What follows belongs to an exercise in optimizing a design on an open flow for small area and a short achievable clock period; a production flow would make more cautious choices. The RTL was checked by simulation tests, not by an equivalence proof against the original design.

==> design/flow/design.v <==
module hog_top (
    input               clk,
    input               rst,
    input               ready,
    output              request,
    input   [767 : 0]   i_data_fetch,
    output  [19 : 0]    fea,
    output              o_valid
);
    reg  [5:0] fcnt;
    reg        req;
    wire       accept = req & ready;
    assign request = req;
    always @(posedge clk) begin
        if (!rst) begin
            fcnt <= 6'd0;
            req <= 1'b1;
        end else if (accept || !req) begin
            fcnt <= fcnt + 6'd1;
            req <= (fcnt == 6'd63);
        end
    end
    reg [7:0] ch [0:79];
    always @(posedge clk) begin
        ch[0] <= req ? i_data_fetch[512 +: 8] : ch[1];
        ch[1] <= req ? i_data_fetch[520 +: 8] : ch[2];
        ch[2] <= req ? i_data_fetch[528 +: 8] : ch[3];
        ch[3] <= req ? i_data_fetch[536 +: 8] : ch[4];
        ch[4] <= req ? i_data_fetch[544 +: 8] : ch[5];
        ch[5] <= req ? i_data_fetch[552 +: 8] : ch[6];
        ch[6] <= req ? i_data_fetch[560 +: 8] : ch[7];
        ch[7] <= req ? i_data_fetch[568 +: 8] : ch[8];
        ch[8] <= req ? i_data_fetch[0 +: 8] : ch[9];
        ch[9] <= req ? i_data_fetch[8 +: 8] : ch[10];
        ch[10] <= req ? i_data_fetch[16 +: 8] : ch[11];
        ch[11] <= req ? i_data_fetch[24 +: 8] : ch[12];
        ch[12] <= req ? i_data_fetch[32 +: 8] : ch[13];
        ch[13] <= req ? i_data_fetch[40 +: 8] : ch[14];
        ch[14] <= req ? i_data_fetch[48 +: 8] : ch[15];
        ch[15] <= req ? i_data_fetch[56 +: 8] : ch[16];
        ch[16] <= req ? i_data_fetch[64 +: 8] : ch[17];
        ch[17] <= req ? i_data_fetch[72 +: 8] : ch[18];
        ch[18] <= req ? i_data_fetch[80 +: 8] : ch[19];
        ch[19] <= req ? i_data_fetch[88 +: 8] : ch[20];
        ch[20] <= req ? i_data_fetch[96 +: 8] : ch[21];
        ch[21] <= req ? i_data_fetch[104 +: 8] : ch[22];
        ch[22] <= req ? i_data_fetch[112 +: 8] : ch[23];
        ch[23] <= req ? i_data_fetch[120 +: 8] : ch[24];
        ch[24] <= req ? i_data_fetch[128 +: 8] : ch[25];
        ch[25] <= req ? i_data_fetch[136 +: 8] : ch[26];
        ch[26] <= req ? i_data_fetch[144 +: 8] : ch[27];
        ch[27] <= req ? i_data_fetch[152 +: 8] : ch[28];
        ch[28] <= req ? i_data_fetch[160 +: 8] : ch[29];
        ch[29] <= req ? i_data_fetch[168 +: 8] : ch[30];
        ch[30] <= req ? i_data_fetch[176 +: 8] : ch[31];
        ch[31] <= req ? i_data_fetch[184 +: 8] : ch[32];
        ch[32] <= req ? i_data_fetch[192 +: 8] : ch[33];
        ch[33] <= req ? i_data_fetch[200 +: 8] : ch[34];
        ch[34] <= req ? i_data_fetch[208 +: 8] : ch[35];
        ch[35] <= req ? i_data_fetch[216 +: 8] : ch[36];
        ch[36] <= req ? i_data_fetch[224 +: 8] : ch[37];
        ch[37] <= req ? i_data_fetch[232 +: 8] : ch[38];
        ch[38] <= req ? i_data_fetch[240 +: 8] : ch[39];
        ch[39] <= req ? i_data_fetch[248 +: 8] : ch[40];
        ch[40] <= req ? i_data_fetch[256 +: 8] : ch[41];
        ch[41] <= req ? i_data_fetch[264 +: 8] : ch[42];
        ch[42] <= req ? i_data_fetch[272 +: 8] : ch[43];
        ch[43] <= req ? i_data_fetch[280 +: 8] : ch[44];
        ch[44] <= req ? i_data_fetch[288 +: 8] : ch[45];
        ch[45] <= req ? i_data_fetch[296 +: 8] : ch[46];
        ch[46] <= req ? i_data_fetch[304 +: 8] : ch[47];
        ch[47] <= req ? i_data_fetch[312 +: 8] : ch[48];
        ch[48] <= req ? i_data_fetch[320 +: 8] : ch[49];
        ch[49] <= req ? i_data_fetch[328 +: 8] : ch[50];
        ch[50] <= req ? i_data_fetch[336 +: 8] : ch[51];
        ch[51] <= req ? i_data_fetch[344 +: 8] : ch[52];
        ch[52] <= req ? i_data_fetch[352 +: 8] : ch[53];
        ch[53] <= req ? i_data_fetch[360 +: 8] : ch[54];
        ch[54] <= req ? i_data_fetch[368 +: 8] : ch[55];
        ch[55] <= req ? i_data_fetch[376 +: 8] : ch[56];
        ch[56] <= req ? i_data_fetch[384 +: 8] : ch[57];
        ch[57] <= req ? i_data_fetch[392 +: 8] : ch[58];
        ch[58] <= req ? i_data_fetch[400 +: 8] : ch[59];
        ch[59] <= req ? i_data_fetch[408 +: 8] : ch[60];
        ch[60] <= req ? i_data_fetch[416 +: 8] : ch[61];
        ch[61] <= req ? i_data_fetch[424 +: 8] : ch[62];
        ch[62] <= req ? i_data_fetch[432 +: 8] : ch[63];
        ch[63] <= req ? i_data_fetch[440 +: 8] : ch[64];
        ch[64] <= req ? i_data_fetch[448 +: 8] : ch[65];
        ch[65] <= req ? i_data_fetch[456 +: 8] : ch[66];
        ch[66] <= req ? i_data_fetch[464 +: 8] : ch[67];
        ch[67] <= req ? i_data_fetch[472 +: 8] : ch[68];
        ch[68] <= req ? i_data_fetch[480 +: 8] : ch[69];
        ch[69] <= req ? i_data_fetch[488 +: 8] : ch[70];
        ch[70] <= req ? i_data_fetch[496 +: 8] : ch[71];
        ch[71] <= req ? i_data_fetch[504 +: 8] : ch[72];
        ch[72] <= req ? i_data_fetch[704 +: 8] : ch[73];
        ch[73] <= req ? i_data_fetch[712 +: 8] : ch[74];
        ch[74] <= req ? i_data_fetch[720 +: 8] : ch[75];
        ch[75] <= req ? i_data_fetch[728 +: 8] : ch[76];
        ch[76] <= req ? i_data_fetch[736 +: 8] : ch[77];
        ch[77] <= req ? i_data_fetch[744 +: 8] : ch[78];
        ch[78] <= req ? i_data_fetch[752 +: 8] : ch[79];
        ch[79] <= i_data_fetch[760 +: 8];
    end
    reg [63:0] lcol, rcol;
    always @(posedge clk) begin
        if (req) begin
            lcol <= i_data_fetch[72*8 +: 64];
            rcol <= i_data_fetch[80*8 +: 64];
        end
    end
    reg lastpend;
    always @(posedge clk) lastpend <= rst & (fcnt == 6'd63);
    wire [5:0] pix = fcnt - 6'd1;
    wire       pv  = (fcnt != 6'd0) | lastpend;
    wire [7:0] lsel = lcol[pix[5:3]*8 +: 8];
    wire [7:0] rsel = rcol[pix[5:3]*8 +: 8];
    wire [7:0] p_top = ch[0];
    wire [7:0] p_bot = ch[16];
    wire [7:0] p_left  = (pix[2:0] == 3'd0) ? lsel : ch[7];
    wire [7:0] p_right = (pix[2:0] == 3'd7) ? rsel : ch[9];
    wire [8:0] dy = {1'b0, p_bot} - {1'b0, p_top};
    wire [8:0] dx = {1'b0, p_right} - {1'b0, p_left};
    wire [7:0] ay = dy[8] ? (~dy[7:0] + 8'd1) : dy[7:0];
    wire [7:0] ax = dx[8] ? (~dx[7:0] + 8'd1) : dx[7:0];
    wire       neg = (dy != 9'd0) & (dy[8] ^ dx[8]);
    reg  [7:0] s1_a, s1_b;
    reg        s1_neg;
    always @(posedge clk) begin
        s1_a <= ay;
        s1_b <= ax;
        s1_neg <= neg;
    end
    wire c1 = ({s1_a, 11'd0} >= 20'd745   * s1_b);
    wire c2 = ({s1_a, 12'd0} >= 20'd3437  * s1_b);
    wire c3 = ({s1_a, 13'd0} >= 22'd14189 * s1_b);
    wire c4 = ({s1_a,  6'd0} >= 17'd363   * s1_b);
    reg [3:0] code_w;
    always @(*) begin
        if (c4)              code_w = 4'd4;
        else if (!s1_neg) begin
            if (c3)          code_w = 4'd3;
            else if (c2)     code_w = 4'd2;
            else if (c1)     code_w = 4'd1;
            else             code_w = 4'd0;
        end else begin
            if (c3)          code_w = 4'd5;
            else if (c2)     code_w = 4'd6;
            else if (c1)     code_w = 4'd7;
            else             code_w = 4'd8;
        end
    end
    wire [16:0] sq = s1_a * s1_a + s1_b * s1_b;
    reg  [16:0] s2_x;
    reg  [3:0]  s2_code;
    always @(posedge clk) begin
        s2_x <= sq;
        s2_code <= code_w;
    end
    function [13+2:0] mrow;  
        input [14:0] rem;    
        input [12:0] root;   
        input [1:0]  two;
        reg   [16:0] r2, tr, df;
        begin
            r2 = {rem, two};
            tr = {2'b0, root, 2'b01};
            df = r2 - tr;
            if (r2 >= tr) mrow = {df[14:0], 1'b1};
            else          mrow = {r2[14:0], 1'b0};
        end
    endfunction
    wire [25:0] mN = {1'b0, s2_x, 8'b0};
    wire [14:0] mrem [0:13];
    wire [12:0] mroot [0:13];
    assign mrem[0] = 15'd0;
    assign mroot[0] = 13'd0;
    genvar gi;
    generate
        for (gi = 1; gi <= 7; gi = gi + 1) begin : MR1
            wire [15:0] o = mrow(mrem[gi-1], mroot[gi-1], mN[25-2*(gi-1) -: 2]);
            assign mrem[gi] = o[15:1];
            assign mroot[gi] = {mroot[gi-1][11:0], o[0]};
        end
    endgenerate
    reg [14:0] s3_rem;
    reg [6:0]  s3_root;
    reg [11:0] s3_low;   
    reg [3:0]  s3_code;
    always @(posedge clk) begin
        s3_rem <= mrem[7];
        s3_root <= mroot[7][6:0];
        s3_low <= mN[11:0];
        s3_code <= s2_code;
    end
    wire [14:0] mrem2 [7:13];
    wire [12:0] mroot2 [7:13];
    assign mrem2[7] = s3_rem;
    assign mroot2[7] = {6'd0, s3_root};
    generate
        for (gi = 8; gi <= 13; gi = gi + 1) begin : MR2
            wire [15:0] o = mrow(mrem2[gi-1], mroot2[gi-1], s3_low[11-2*(gi-8) -: 2]);
            assign mrem2[gi] = o[15:1];
            assign mroot2[gi] = {mroot2[gi-1][11:0], o[0]};
        end
    endgenerate
    reg [12:0] s4_mag;
    reg [3:0]  s4_code;
    always @(posedge clk) begin
        s4_mag <= mroot2[13];
        s4_code <= s3_code;
    end
    reg [9:1] pvv;
    always @(posedge clk) begin
        if (!rst) pvv <= 9'd0;
        else pvv <= {pvv[8:1], pv};
    end
    reg [12:0] s5_mag; reg [3:0] s5_code;
    always @(posedge clk) begin s5_mag <= s4_mag; s5_code <= s4_code; end
    reg [12:0] s6_mag; reg [3:0] s6_code;
    always @(posedge clk) begin s6_mag <= s5_mag; s6_code <= s5_code; end
    reg [12:0] s7_mag; reg [3:0] s7_code;
    always @(posedge clk) begin s7_mag <= s6_mag; s7_code <= s6_code; end
    reg [12:0] s8_mag; reg [3:0] s8_code;
    always @(posedge clk) begin s8_mag <= s7_mag; s8_code <= s7_code; end
    reg [12:0] s9_mag; reg [3:0] s9_code;
    always @(posedge clk) begin s9_mag <= s8_mag; s9_code <= s8_code; end
    wire [12:0] a_mag = s9_mag;
    wire [3:0]  a_code = s9_code;
    wire        a_v = pvv[9];
    reg [5:0]  acnt;
    reg        xflag;
    reg [18:0] acc [0:8];
    wire       afirst = (acnt == 6'd0);
    wire [18:0] acc_sel = afirst ? 19'd0 : acc[a_code];
    wire [18:0] acc_sum = acc_sel + {6'd0, a_mag};
    always @(posedge clk) begin
        if (!rst) begin
            acnt <= 6'd0;
            xflag <= 1'b0;
        end else begin
            if (a_v) acnt <= acnt + 6'd1;
            xflag <= a_v & (acnt == 6'd63);
        end
    end
    integer ii;
    always @(posedge clk) begin
        if (a_v) begin
            for (ii = 0; ii < 9; ii = ii + 1)
                if (a_code == ii)
                    acc[ii] <= acc_sum;
                else if (afirst)
                    acc[ii] <= 19'd0;
        end
    end
    reg [170:0] st [0:41];
    always @(posedge clk) begin
        if (xflag) begin
            st[0] <= {acc[8], acc[7], acc[6], acc[5], acc[4], acc[3], acc[2], acc[1], acc[0]};
            for (ii = 1; ii < 42; ii = ii + 1)
                st[ii] <= st[ii-1];
        end
    end
    reg [5:0] wp;
    always @(posedge clk) begin
        if (!rst) wp <= 6'd0;
        else wp <= {wp[4:0], xflag};
    end
    wire wflag = wp[5];
    reg [10:0] ncnt;
    reg [6:0]  tcnt;
    reg [5:0]  m40;       
    reg        ge42;      
    reg        ov, ovr;
    reg [10:0] ncnt_n;
    reg [5:0]  m40_n;
    reg        ge42_n;
    wire [6:0] tcnt_nr = wflag ? 7'd1 : tcnt + 7'd1;
    wire       frame_end = (ncnt == 11'd1200);
    always @(*) begin
        ncnt_n = ncnt;
        m40_n = m40;
        ge42_n = ge42;
        if (wflag) begin
            if (frame_end) begin
                ncnt_n = 11'd0; m40_n = 6'd0; ge42_n = 1'b0;
            end else begin
                ncnt_n = ncnt + 11'd1;
                m40_n = (m40 == 6'd39) ? 6'd0 : m40 + 6'd1;
                ge42_n = ge42 | (ncnt == 11'd41);
            end
        end else if (frame_end && ovr && !ov) begin
            ncnt_n = 11'd0; m40_n = 6'd0; ge42_n = 1'b0;
        end
    end
    wire ov_n = ge42_n && (tcnt_nr >= 7'd27) && (tcnt_nr < 7'd63) && (m40_n != 6'd1);
    always @(posedge clk) begin
        ncnt <= rst ? ncnt_n : 11'd0;
        m40 <= rst ? m40_n : 6'd0;
        ge42 <= rst & ge42_n;
        tcnt <= rst ? tcnt_nr : 7'd0;
        ov <= rst & ov_n;
        ovr <= ov;
    end
    assign o_valid = ov;
    localparam integer LL = 6;
    reg [3:0] rbin;      
    reg [2:0] rgrp;      
    reg       ract;
    reg       fresh;
    wire [6:0] rofs = tcnt_nr - (7'd9 - LL);
    always @(posedge clk) begin
        ract <= (rofs < 7'd54);
        rgrp <= rofs / 9;
        rbin <= rofs % 9;
        if (!rst) fresh <= 1'b0;
        else if (wflag) fresh <= 1'b1;
        else if (tcnt == 7'd127) fresh <= 1'b0;
    end
    reg [170:0] rcell;
    always @(*) begin
        case (rgrp)
            3'd0: rcell = st[40];
            3'd1: rcell = st[0];
            3'd2: rcell = st[41];
            3'd3: rcell = st[40];
            3'd4: rcell = st[1];
            default: rcell = st[0];
        endcase
    end
    wire [18:0] rdat = rcell[rbin*19 +: 19];
    reg [20:0] dsum;
    reg [19:0] psum;
    always @(posedge clk) begin
        if (ract && fresh && rgrp == 3'd0 && rbin == 4'd0)
            dsum <= {1'b0, psum} + {2'b0, rdat} + 21'd1;
        else if (ract && fresh && rgrp <= 3'd1)
            dsum <= dsum + {2'b0, rdat};
        if (ract && fresh && rgrp == 3'd3 && rbin == 4'd0)
            psum <= {1'b0, rdat};
        else if (ract && fresh && (rgrp == 3'd3 || rgrp == 3'd5))
            psum <= psum + {1'b0, rdat};
    end
    function [21:0] drow;    
        input [20:0] r;
        input [20:0] d;
        reg   [22:0] df;
        begin
            df = {1'b0, r, 1'b0} - {2'b0, d};
            if (!df[22]) drow = {df[20:0], 1'b1};
            else         drow = {r[19:0], 1'b0, 1'b0};
        end
    endfunction
    function [18:0] srow;    
        input [17:0] rem;
        input [15:0] root;
        input [1:0]  two;
        reg   [19:0] r2, tr, df;
        begin
            r2 = {rem, two};
            tr = {2'b0, root, 2'b01};
            df = r2 - tr;
            if (r2 >= tr) srow = {df[17:0], 1'b1};
            else          srow = {r2[17:0], 1'b0};
        end
    endfunction
    wire [20:0] dv_r0 = {2'b0, rdat};
    wire [21:0] dr1 = drow(dv_r0, dsum);
    wire [21:0] dr2 = drow(dr1[21:1], dsum);
    wire [18:0] sr1 = srow(18'd0, 16'd0, {dr1[0], dr2[0]});
    wire [15:0] sr1_rt = {15'd0, sr1[0]};
    wire [21:0] dr3 = drow(dr2[21:1], dsum);
    wire [21:0] dr4 = drow(dr3[21:1], dsum);
    wire [18:0] sr2 = srow(sr1[18:1], sr1_rt, {dr3[0], dr4[0]});
    wire [15:0] sr2_rt = {sr1_rt[14:0], sr2[0]};
    wire [21:0] dr5 = drow(dr4[21:1], dsum);
    reg [20:0] p0_r; reg [17:0] p0_srem; reg [15:0] p0_root;
    reg [0:0] p0_q;
    always @(posedge clk) begin
        p0_r <= dr5[21:1]; p0_srem <= sr2[18:1]; p0_root <= sr2_rt;
        p0_q <= {dr5[0]};
    end
    wire [21:0] dr6 = drow(p0_r, dsum);
    wire [18:0] sr3 = srow(p0_srem, p0_root, {p0_q[0], dr6[0]});
    wire [15:0] sr3_rt = {p0_root[14:0], sr3[0]};
    wire [21:0] dr7 = drow(dr6[21:1], dsum);
    wire [21:0] dr8 = drow(dr7[21:1], dsum);
    wire [18:0] sr4 = srow(sr3[18:1], sr3_rt, {dr7[0], dr8[0]});
    wire [15:0] sr4_rt = {sr3_rt[14:0], sr4[0]};
    wire [21:0] dr9 = drow(dr8[21:1], dsum);
    wire [21:0] dr10 = drow(dr9[21:1], dsum);
    wire [18:0] sr5 = srow(sr4[18:1], sr4_rt, {dr9[0], dr10[0]});
    wire [15:0] sr5_rt = {sr4_rt[14:0], sr5[0]};
    reg [20:0] p1_r; reg [17:0] p1_srem; reg [15:0] p1_root;
    always @(posedge clk) begin
        p1_r <= dr10[21:1]; p1_srem <= sr5[18:1]; p1_root <= sr5_rt;
    end
    wire [21:0] dr11 = drow(p1_r, dsum);
    wire [21:0] dr12 = drow(dr11[21:1], dsum);
    wire [18:0] sr6 = srow(p1_srem, p1_root, {dr11[0], dr12[0]});
    wire [15:0] sr6_rt = {p1_root[14:0], sr6[0]};
    wire [21:0] dr13 = drow(dr12[21:1], dsum);
    wire [21:0] dr14 = drow(dr13[21:1], dsum);
    wire [18:0] sr7 = srow(sr6[18:1], sr6_rt, {dr13[0], dr14[0]});
    wire [15:0] sr7_rt = {sr6_rt[14:0], sr7[0]};
    wire [21:0] dr15 = drow(dr14[21:1], dsum);
    reg [20:0] p2_r; reg [17:0] p2_srem; reg [15:0] p2_root;
    reg [0:0] p2_q;
    always @(posedge clk) begin
        p2_r <= dr15[21:1]; p2_srem <= sr7[18:1]; p2_root <= sr7_rt;
        p2_q <= {dr15[0]};
    end
    wire [21:0] dr16 = drow(p2_r, dsum);
    wire [18:0] sr8 = srow(p2_srem, p2_root, {p2_q[0], dr16[0]});
    wire [15:0] sr8_rt = {p2_root[14:0], sr8[0]};
    wire [21:0] dr17 = drow(dr16[21:1], dsum);
    wire [21:0] dr18 = drow(dr17[21:1], dsum);
    wire [18:0] sr9 = srow(sr8[18:1], sr8_rt, {dr17[0], dr18[0]});
    wire [15:0] sr9_rt = {sr8_rt[14:0], sr9[0]};
    wire [21:0] dr19 = drow(dr18[21:1], dsum);
    wire [21:0] dr20 = drow(dr19[21:1], dsum);
    wire [18:0] sr10 = srow(sr9[18:1], sr9_rt, {dr19[0], dr20[0]});
    wire [15:0] sr10_rt = {sr9_rt[14:0], sr10[0]};
    reg [20:0] p3_r; reg [17:0] p3_srem; reg [15:0] p3_root;
    always @(posedge clk) begin
        p3_r <= dr20[21:1]; p3_srem <= sr10[18:1]; p3_root <= sr10_rt;
    end
    wire [21:0] dr21 = drow(p3_r, dsum);
    wire [21:0] dr22 = drow(dr21[21:1], dsum);
    wire [18:0] sr11 = srow(p3_srem, p3_root, {dr21[0], dr22[0]});
    wire [15:0] sr11_rt = {p3_root[14:0], sr11[0]};
    wire [21:0] dr23 = drow(dr22[21:1], dsum);
    wire [21:0] dr24 = drow(dr23[21:1], dsum);
    wire [18:0] sr12 = srow(sr11[18:1], sr11_rt, {dr23[0], dr24[0]});
    wire [15:0] sr12_rt = {sr11_rt[14:0], sr12[0]};
    wire [21:0] dr25 = drow(dr24[21:1], dsum);
    wire [21:0] dr26 = drow(dr25[21:1], dsum);
    wire [18:0] sr13 = srow(sr12[18:1], sr12_rt, {dr25[0], dr26[0]});
    wire [15:0] sr13_rt = {sr12_rt[14:0], sr13[0]};
    reg [20:0] p4_r; reg [17:0] p4_srem; reg [15:0] p4_root;
    always @(posedge clk) begin
        p4_r <= dr26[21:1]; p4_srem <= sr13[18:1]; p4_root <= sr13_rt;
    end
    wire [21:0] dr27 = drow(p4_r, dsum);
    wire [21:0] dr28 = drow(dr27[21:1], dsum);
    wire [18:0] sr14 = srow(p4_srem, p4_root, {dr27[0], dr28[0]});
    wire [15:0] sr14_rt = {p4_root[14:0], sr14[0]};
    wire [21:0] dr29 = drow(dr28[21:1], dsum);
    wire [21:0] dr30 = drow(dr29[21:1], dsum);
    wire [18:0] sr15 = srow(sr14[18:1], sr14_rt, {dr29[0], dr30[0]});
    wire [15:0] sr15_rt = {sr14_rt[14:0], sr15[0]};
    wire [21:0] dr31 = drow(dr30[21:1], dsum);
    wire [21:0] dr32 = drow(dr31[21:1], dsum);
    wire [18:0] sr16 = srow(sr15[18:1], sr15_rt, {dr31[0], dr32[0]});
    wire [15:0] sr16_rt = {sr15_rt[14:0], sr16[0]};
    reg [15:0] fea_r;
    always @(posedge clk) fea_r <= sr16_rt;
    assign fea = {4'b0, fea_r};
endmodule
==> design/flow/run.sh <==
#!/bin/bash
# synth_recipe.tcl (not shown) runs the flow's synth.tcl, then flattens the netlist and writes it again
# the make line also repeats each setting of config.mk as NAME=value (left out here)
make -C /OpenROAD-flow-scripts/flow DESIGN_CONFIG=/design/flow/config.mk WORK_HOME=/design/flow/orfs CLKGATE_MAP_FILE= SYNTH_SCRIPT=/design/flow/synth_recipe.tcl finish
==> design/flow/config.mk <==
export PLATFORM = sky130hd
export DESIGN_NAME = hog_top
export DESIGN_NICKNAME = hog_top
export VERILOG_FILES = /design/flow/design.v
export SDC_FILE = /design/flow/constraint.sdc
export NUM_CORES = 4
export LEC_CHECK = 0
export CAP_MARGIN = 20
export CORE_MARGIN = 2
export CORE_UTILIZATION = 35
export PLACE_DENSITY = 0.5
export SLEW_MARGIN = 20
export SYNTH_MEMORY_MAX_BITS = 65536
==> design/flow/constraint.sdc <==
create_clock -name core_clock -period 220.0 [get_ports {clk}]
set_input_delay 44.0000 -clock core_clock [delete_from_list [all_inputs] [get_ports {clk}]]
set_output_delay 44.0000 -clock core_clock [all_outputs]
set_load 0.01 [all_outputs]
==> impl_metrics.tcl <==
set metrics [dict create \
    status "complete, no violations" \
    critPathBufInv 1 \
    synth-edff-count 7521 \
    synth-seq-area-share_pct 75.1 \
    gp_congestion 0.835 \
    reg2reg_slack_ns 195.15 \
    initial_core_util_pct 35.1 \
    slew_viol_final 0 \
    grt_pass1_vias 165000 \
    io_pins 793 \
    post_drt_wl_per_cell_um 20.4 \
    yosys.area.top_type "edfxtp_1" \
    fp.dieH_um 976 \
    drc 0 \
    yosysTopAreaCellShare_pct 68.3 \
    multi_input_area_um2 78000 \
    drt_iter0_drc 14500 \
    fmax_mhz 21.6 \
    h-tree-depth 6 \
    r2r_cells 95 \
    final_cells 34800 \
    cp.required_ns 176.00 \
    firstDrtPassIters 6 \
    hold_path.class "reg -> reg" \
    num_rows 356 \
    grt_max_degree 200 \
    wl_um 710000 \
    ys.flop_type "edfxtp_1" \
    rr_startpoint "dsum[2]$_DFFE_PP_" \
    ant_nets 0 \
    antenna_found_initial 128 \
    design.core.area_um2 940000 \
    grt_use_total_pct 14.4 \
    rsz0062_at_grt "false" \
    path_class "reg -> out" \
    drive_above_1_share_pct 12.9 \
    clock-skew-final_ns 0.128 \
    vias 168000 \
    cts.sink_count 8641 \
    min_to "s3_low[11]$_DFF_P_" \
    synth_area_leaders "edfxtp_1, dfxtp_1, ha_1" \
    rr_endpoint "p4_srem[13]$_DFF_P_" \
    grt_pass1_wl_um 1050000 \
    cp-start-kind "flop" \
    final.setup.tns_ns 0 \
    netlist_area_um2 331000 \
    syn_avg_cell_area_um2 16.6 \
    cp-end-kind "output port" \
    finalHoldViolations 0 \
    cts_resized 0 \
    tightest_slew_ns 1.25 \
    dp_hpwl_um 474000 \
    worst_path_dominant_cell_family "buffers and inverters" \
    place_inst 33100 \
    cp.depth 1 \
    numCtsBuffers 886 \
    ctsHoldBuffers 0 \
    die_area_um2 952000 \
    cp_data_arrival_time_ns 2.29 \
    fin_crit_sh_pct 21.0 \
    netlist_instances 19900 \
    async_reset_ff_share_pct 0 \
    grt_overflow 0 \
    io_buffers 788 \
    cts_tree "built" \
    cts.clk_slew.worst_paths_ns 0.07 \
    hold_start "s2_x[3]$_DFF_P_" \
    maxCapViolCount 0 \
    insertion_delay_ns 1.13 \
    period_needed_ns 46.29 \
    startpoint "req$_SDFFE_PN1P_" \
    root_buffer "clkbuf_16" \
    fp.dieW_um 976 \
    cp_cell_sequence "clkdlybuf4s50_1" \
    relSlewSlack_pct 16.2 \
    slowest_stage "clkdlybuf4s50_1" \
    ys_ff_latch 8641 \
    max_stage_delay_ns 0.63 \
    nFillCells 84600 \
    synth.distinct_cells 112 \
    areaGrowthSynthToFinish_pct 16.1 \
    holdPathStages 0 \
    fin_nets 23600 \
    finalSetupViolCount 0 \
    yosysWarnings 4 \
    cp_max_fo 26 \
    viasPerCell 4.83 \
    layout.area.seq_um2 248000 \
    cts_setup_buffers 0 \
    cts_buffer_depth 5 \
]
-- routing by layer --
| metal | share of wire, % | up-vias | track usage [%] | wire (µm) |
|---|---|---|---|---|
| li1 | - | 79300 | - | - |
| met1 | 48 | 83900 | 20.9 | 338000 |
| met2 | 44 | 3632 | 21.8 | 310000 |
| met3 | 5.5 | 1148 | 2.89 | 38900 |
| met4 | 3.1 | 92 | 4.52 | 22100 |
| met5 | 0.075 | - | 0 | 535 |
-- layout make-up --
cell class              instances  area share [%]
repair buffers               1090            2.75
well taps                   12500            4.09
flip-flops and latches       8641            64.7
clock inverters               497            1.15
diodes                         45          0.0294
inverters                     765           0.749
multi-input cells           10100            20.3
clock buffers                1119            6.18
-- registers in the layout, indices dropped and copies added (netlist names), 15 cells and up --
signal and cells:
s3_rem 15, p3_srem 18, p4_srem 18, p3_r 21
lcol 64, fea_r 16, p2_r 21, p1_srem 18
dsum 21, acc 171, s2_x 17, p4_r 21
p2_srem 18, p0_r 21, p1_r 21, ch 640
st 7182, rcol 64, psum 20
-- through the flow --
step / hold WS (ns) / utilization [%] / cell area [µm²] / worst slack, ns
after global placement: 0.311 / 37.8 / 355000 / 174.03
after floorplan: 0.310 / - / 331000 / 52.58
after CTS: 0.231 / 40.8 / 383000 / 173.57
after global routing: 0.245 / 40.8 / 384000 / 173.55
final: 0.243 / 40.8 / 384000 / 173.71
after detailed placement: 0.312 / 37.8 / 355000 / 174.03
-- cells in the mapped netlist (all sizes together) (163+ instances only) --
cell	count
nand2b	163
nor2	1053
mux2	1002
clkbuf	358
inv	752
xnor2	502
fa	173
nand2	826
ha	1184
xor2	317
o21ai	757
nor3	224
nand3	225
edfxtp	7521
a21oi	920
dfxtp	1120
a21o	293
-- cell usage in the layout (no fill, tap or decap), types with 84 or more instances in the layout --
cell type	n
edfxtp_1	7521
ha_1	1184
dfxtp_1	1112
nor2_1	1049
mux2_2	998
a21oi_1	917
clkbuf_16	903
nand2_1	826
clkdlybuf4s50_1	788
inv_1	745
o21ai_0	741
xnor2_1	501
xor2_1	315
a21o_1	293
buf_4	267
nor3_1	220
nand3_1	220
clkinv_1	196
clkbuf_1	186
fa_1	173
nand2b_1	163
clkinv_2	160
o21bai_1	149
nor2b_1	145
and2_1	138
o21a_1	136
a31oi_1	115
and3_1	111
a221o_1	107
mux2i_1	97
o31ai_1	93
or2_2	92
a211oi_1	85
or3_1	84
-- cells by family after synthesis --
group | Yosys count | synth area share (%)
AND/OR/NAND/NOR | 3342 | 4.84
buffers and inverters | 1199 | 1.38
XOR/XNOR | 819 | 2.17
other | 2 | 0.00227
flip-flops | 8641 | 75.1
multiplexers | 1181 | 4.26
adder cells (fa/ha/maj) | 1357 | 5.53
AO/OA/AOI/OAI | 3390 | 6.70
-- worst max path at each step --
| stage | to | slack [ns] |
|---|---|---|
| detailed placement | ov$_DFF_P_ | 174.03 |
| global placement | ov$_DFF_P_ | 174.03 |
| finish | request | 173.71 |
| global route | request | 173.55 |
| floorplan | wp[0]$_SDFF_PN0_ | 52.58 |
| CTS | request | 173.57 |

[static timing again, ports no longer ideal]
The flow's constraints put no driver on any port. The routed layout listed below was extracted and timed again, unchanged, in two steps. Step 1 (the two cells are an assumption about what drives the block):
set clk [get_ports {clk}]
set_driving_cell -lib_cell sky130_fd_sc_hd__clkbuf_16 $clk
set_driving_cell -lib_cell sky130_fd_sc_hd__buf_2 [delete_from_list [all_inputs] $clk]
Step 2 times the ports against the registers' clock, not the clock port: input delays grow and output delays shrink by t, the midpoint of the rising clock arrivals with the driver on. Slacks: ideal / step 1 / step 2; pairs: ideal / step 1.
t (ns): 1.206
setup WS [ns]: 173.705 / 173.554 / 174.112
hold slack, ns: 0.243 / 0.243 / 0.243
latest minus earliest clock arrival (ns): 0.148 / 0.148
slew at the worst register clock pin (ns): 0.07 / 0.07
After both steps setup and hold are still met in this run. For this run, drivers alone change the setup slack by -0.151 ns; drivers and shift together by +0.407 ns.
